Source: an optimization exercise on an open RTL-to-GDS flow (aim: small area). Production flows keep margins and buffers that such runs may drop.
At most, simulation tests tie the RTL to the original design; equivalence was not proved.
Power is estimated from default activity; no workload was simulated.

## build 4
Design Top_Student, start of the top module:
module Top_Student (
    input clk,
    input [4:0] btn,
    input [15:0] sw,
    output [7:0] JB,
    output VGA_Hsync,
    output VGA_Vsync,
    output [11:0] VGA_RGB,
    output [13:0] led,
    output [7:0] seg,
    output [3:0] an,
    output reg [1:0] current_main_mode
);
Size: roughly 3000 cells after synthesis, roughly 0.027 mm^2 of cells after synthesis.
==> flow/config.mk <==
export PLATFORM = sky130hd
export DESIGN_NAME = Top_Student
export DESIGN_NICKNAME = Top_Student
export VERILOG_FILES = /design/flow/design.v
export SDC_FILE = /design/flow/constraint.sdc
export NUM_CORES = 4
export LEC_CHECK = 0
export CAP_MARGIN = 20
export CORE_MARGIN = 2
export CORE_UTILIZATION = 30
export CTS_CLUSTER_DIAMETER = 80
export CTS_CLUSTER_SIZE = 30
export PLACE_DENSITY = 0.4
export SLEW_MARGIN = 20
export SYNTH_MEMORY_MAX_BITS = 32768
==> flow/constraint.sdc <==
create_clock -name core_clock -period 12.0 [get_ports {clk}]
set_input_delay 2.4000 -clock core_clock [delete_from_list [all_inputs] [get_ports {clk}]]
set_output_delay 2.4000 -clock core_clock [all_outputs]
set_load 0.01 [all_outputs]
run.sh (not shown) runs the stock make flow with config.mk's settings and CLKGATE_MAP_FILE= SYNTH_SCRIPT=/design/flow/synth_recipe.tcl, a recipe that flattens the netlist after the stock synthesis.
Changes in trial 1 relative to build 4:
diff --git a/flow/design.v b/flow/design.v
--- a/flow/design.v
+++ b/flow/design.v
@@ -1222,34 +1222,33 @@
     reg       complete;
     wire [1:0] kn_s = nchars(kcode);
     wire       s_fits = (kn_s == 2'd2) ? (len < 7'd62) : (kn_s == 2'd1) ? (len < 7'd63) : (len < 7'd64);
     wire       s_ctrl = (kcode == 5'd23) || (kcode == 5'd24) || (kcode == 5'd27);
     wire       s_app = kv_d & ~s_ctrl & s_fits;
     reg [5:0] rr;
     reg [4:0] ring [0:63];
     reg       pv, kpv;
-    reg [1:0] plife;
-    wire      pend_end = (plife == 2'd3) && (rr == 6'd63);
+    reg [7:0] plife;
     always @(posedge clk) begin
         if (kvalid_next)
-            plife <= 2'd0;
-        else if (rr == 6'd63 && plife != 2'd3)
-            plife <= plife + 2'd1;
+            plife <= 8'd0;
+        else if (plife != 8'd255)
+            plife <= plife + 8'd1;
         if (reset) begin
             pv  <= 1'b0;
             kpv <= 1'b0;
         end else begin
             if (s_app)
                 pv <= 1'b1;
-            else if (pend_end)
+            else if (plife == 8'd255)
                 pv <= 1'b0;
             if (k_op_wr | k_app)
                 kpv <= 1'b1;
-            else if (pend_end)
+            else if (plife == 8'd255)
                 kpv <= 1'b0;
         end
     end
     function [4:0] echar;
         input [4:0] k;
         input [1:0] e;
         echar = (e == 2'd2) ? k :
                 (e == 2'd1) ? ((nchars(k) == 2'd2) ? char1(k) : k) :
@@ -1311,51 +1310,50 @@
                 end
             end
         end
     end
     assign led = {current_main_mode, len[6:1], kvalid, kcode};
     assign seg = 8'b11111111;
     assign an  = 4'b1111;
     reg [4:0] st;
-    reg [5:0] bc;            
+    reg [5:0] cnt;
     reg [9:0] dly;           
     reg       pix;
     reg [3:0] flo;           
     reg [6:0] fx, fy;
     reg [3:0] u9, s9;        
     reg       obit;          
     wire fbegin  = (flo == 4'd0) && (fx == 7'd0) && (fy == 7'd0);
     wire sending = (st == 5'd31);
     wire [4:0] nst = (st == 5'd30) ? (fbegin ? 5'd31 : 5'd30) :
                      (st == 5'd31) ? ((fx == 7'd95 && fy == 7'd63) ? 5'd27 : 5'd31) :
                      st + 5'd1;
-    wire busy = (bc != 6'd63);
-    reg [5:0] nbits;         
+    reg [5:0] nbits;
     reg [9:0] ndly;
     always @(*) begin
         case (nst)
-            5'd1, 5'd2:  begin nbits = 6'd63;  ndly = 10'd658;  end
+            5'd1, 5'd2:  begin nbits = 6'd0;  ndly = 10'd658;  end
             5'd4, 5'd8, 5'd23:
-                         begin nbits = 6'd7;  ndly = 10'd838;  end
-            5'd24:       begin nbits = 6'd39; ndly = 10'd838;  end
-            5'd25:       begin nbits = 6'd63;  ndly = 10'd1005; end
-            5'd26:       begin nbits = 6'd7;  ndly = 10'd1;    end
-            5'd27:       begin nbits = 6'd63;  ndly = 10'd838;  end
-            5'd28, 5'd29:begin nbits = 6'd23; ndly = 10'd838;  end
-            5'd30:       begin nbits = 6'd63;  ndly = 10'd652;  end
-            5'd31:       begin nbits = 6'd15; ndly = 10'd652;  end
-            5'd0:        begin nbits = 6'd63;  ndly = 10'd1005; end
-            default:     begin nbits = 6'd15; ndly = 10'd838;  end
+                         begin nbits = 6'd8;  ndly = 10'd838;  end
+            5'd24:       begin nbits = 6'd40; ndly = 10'd838;  end
+            5'd25:       begin nbits = 6'd0;  ndly = 10'd1005; end
+            5'd26:       begin nbits = 6'd8;  ndly = 10'd1;    end
+            5'd27:       begin nbits = 6'd0;  ndly = 10'd838;  end
+            5'd28, 5'd29:begin nbits = 6'd24; ndly = 10'd838;  end
+            5'd30:       begin nbits = 6'd0;  ndly = 10'd652;  end
+            5'd31:       begin nbits = 6'd16; ndly = 10'd652;  end
+            5'd0:        begin nbits = 6'd0;  ndly = 10'd1005; end
+            default:     begin nbits = 6'd16; ndly = 10'd838;  end
         endcase
     end
     always @(posedge clk) begin
         if (reset) begin
             st  <= 5'd0;
-            bc  <= 6'd63;
+            cnt <= 6'd0;
             dly <= 10'd652;
             flo <= 4'd0;
             fx  <= 7'd0;
             fy  <= 7'd0;
             u9  <= 4'd7;
             s9  <= 4'd0;
         end else if (ph3) begin
             if (fy == 7'd67 && fx == 7'd78 && flo == 4'd5) begin
@@ -1378,30 +1376,30 @@
                             u9 <= 4'd0;
                             s9 <= s9 + 4'd1;
                         end else begin
                             u9 <= u9 + 4'd1;
                         end
                     end
                 end
             end
-            if (busy && bc != 6'd0) begin
-                bc <= bc - 6'd1;
+            if (cnt > 6'd1) begin
+                cnt <= cnt - 6'd1;
             end else if (dly != 10'd652) begin
-                bc  <= 6'd63;
+                cnt <= 6'd0;
                 dly <= {dly[8:0], dly[9] ^ dly[6]};
             end else begin
                 st  <= nst;
-                bc  <= nbits;
+                cnt <= nbits;
                 dly <= ndly;
             end
         end
     end
     always @(posedge clk) begin
-        if (ph3 && !(busy && bc != 6'd0) && dly == 10'd652)
+        if (ph3 && cnt <= 6'd1 && dly == 10'd652)
             pix <= current_main_mode[1] & obit;
     end
     reg [39:0] word;
     always @(*) begin
         case (st)
             5'd3:  word = 40'hFD12;
             5'd4:  word = 40'hAE;
             5'd5:  word = 40'hA072;
@@ -1426,18 +1424,20 @@
             5'd24: word = 40'h2500005F3F;
             5'd26: word = 40'hAF;
             5'd28: word = 40'h15005F;
             5'd29: word = 40'h75003F;
             5'd31: word = {40{pix}};
             default: word = 40'h0;
         endcase
     end
+    wire [5:0] bitn = cnt - 6'd1;
+    wire busy = (cnt != 6'd0);
     assign JB[0] = ~busy;
-    assign JB[1] = busy & word[bc];
+    assign JB[1] = busy & word[bitn];
     assign JB[2] = 1'b0;
     assign JB[3] = ph[1] | ~busy;
     assign JB[4] = sending;
     assign JB[5] = (st != 5'd1);
     assign JB[6] = (st >= 5'd25);
     oled_power_enable oled_power_enable_inst (
         .reset(reset),
         .pmoden(JB[7])
Findings:
Build 4 fits on a die that is smaller than the die of trial 1. Between trial 1 and build 4, final cell count without fillers is higher for trial 1, build 4 comes in under that. For the clock power, trial 1 came in about 4% higher than build 4 did. In the reports for trial 1 and build 4, the smaller sequential cell count belongs to build 4. Compared with build 4, trial 1 has less setup slack. Comparing the two runs side by side, trial 1 comes out behind build 4 on leakage power total. Count of clock buffers in the final design was lower in build 4 than in trial 1. Mean number of vias per cell, trial 1 vs build 4: down slightly. Diff build 4 -> trial 1 | final-stage net count | up slightly. Build 4 has lower wire length than trial 1.
The RTL of trial 1 was laid out without a check of its function.

==> separate check: timing with driven ports <==
No port has a modelled driver above. Below, the same layouts with a new extraction and two added sets of constraints. Step 1 sets driving cells, clkbuf_16 on the clock port and buf_2 on the other inputs (assumed; they add their load-dependent delay and slew). Step 2, shift: input delay + t, output delay - t, t = (earliest + latest rising clock arrival at the registers) / 2. This alone moves slack from input paths to output paths. Three values: no drivers, after step 1, after step 2; two values: the first two.
run | t, ns | setup WS [ns] | hold slack, ns | clock arrival spread, ns
build 4 | 0.645 | 2.452 / 2.452 / 2.452 | 0.322 / 0.322 / 0.322 | 0.035 / 0.035
trial 1 | 0.634 | 1.899 / 1.899 / 1.899 | 0.319 / 0.319 / 0.319 | 0.032 / 0.032
After both steps every run listed still meets setup and hold.
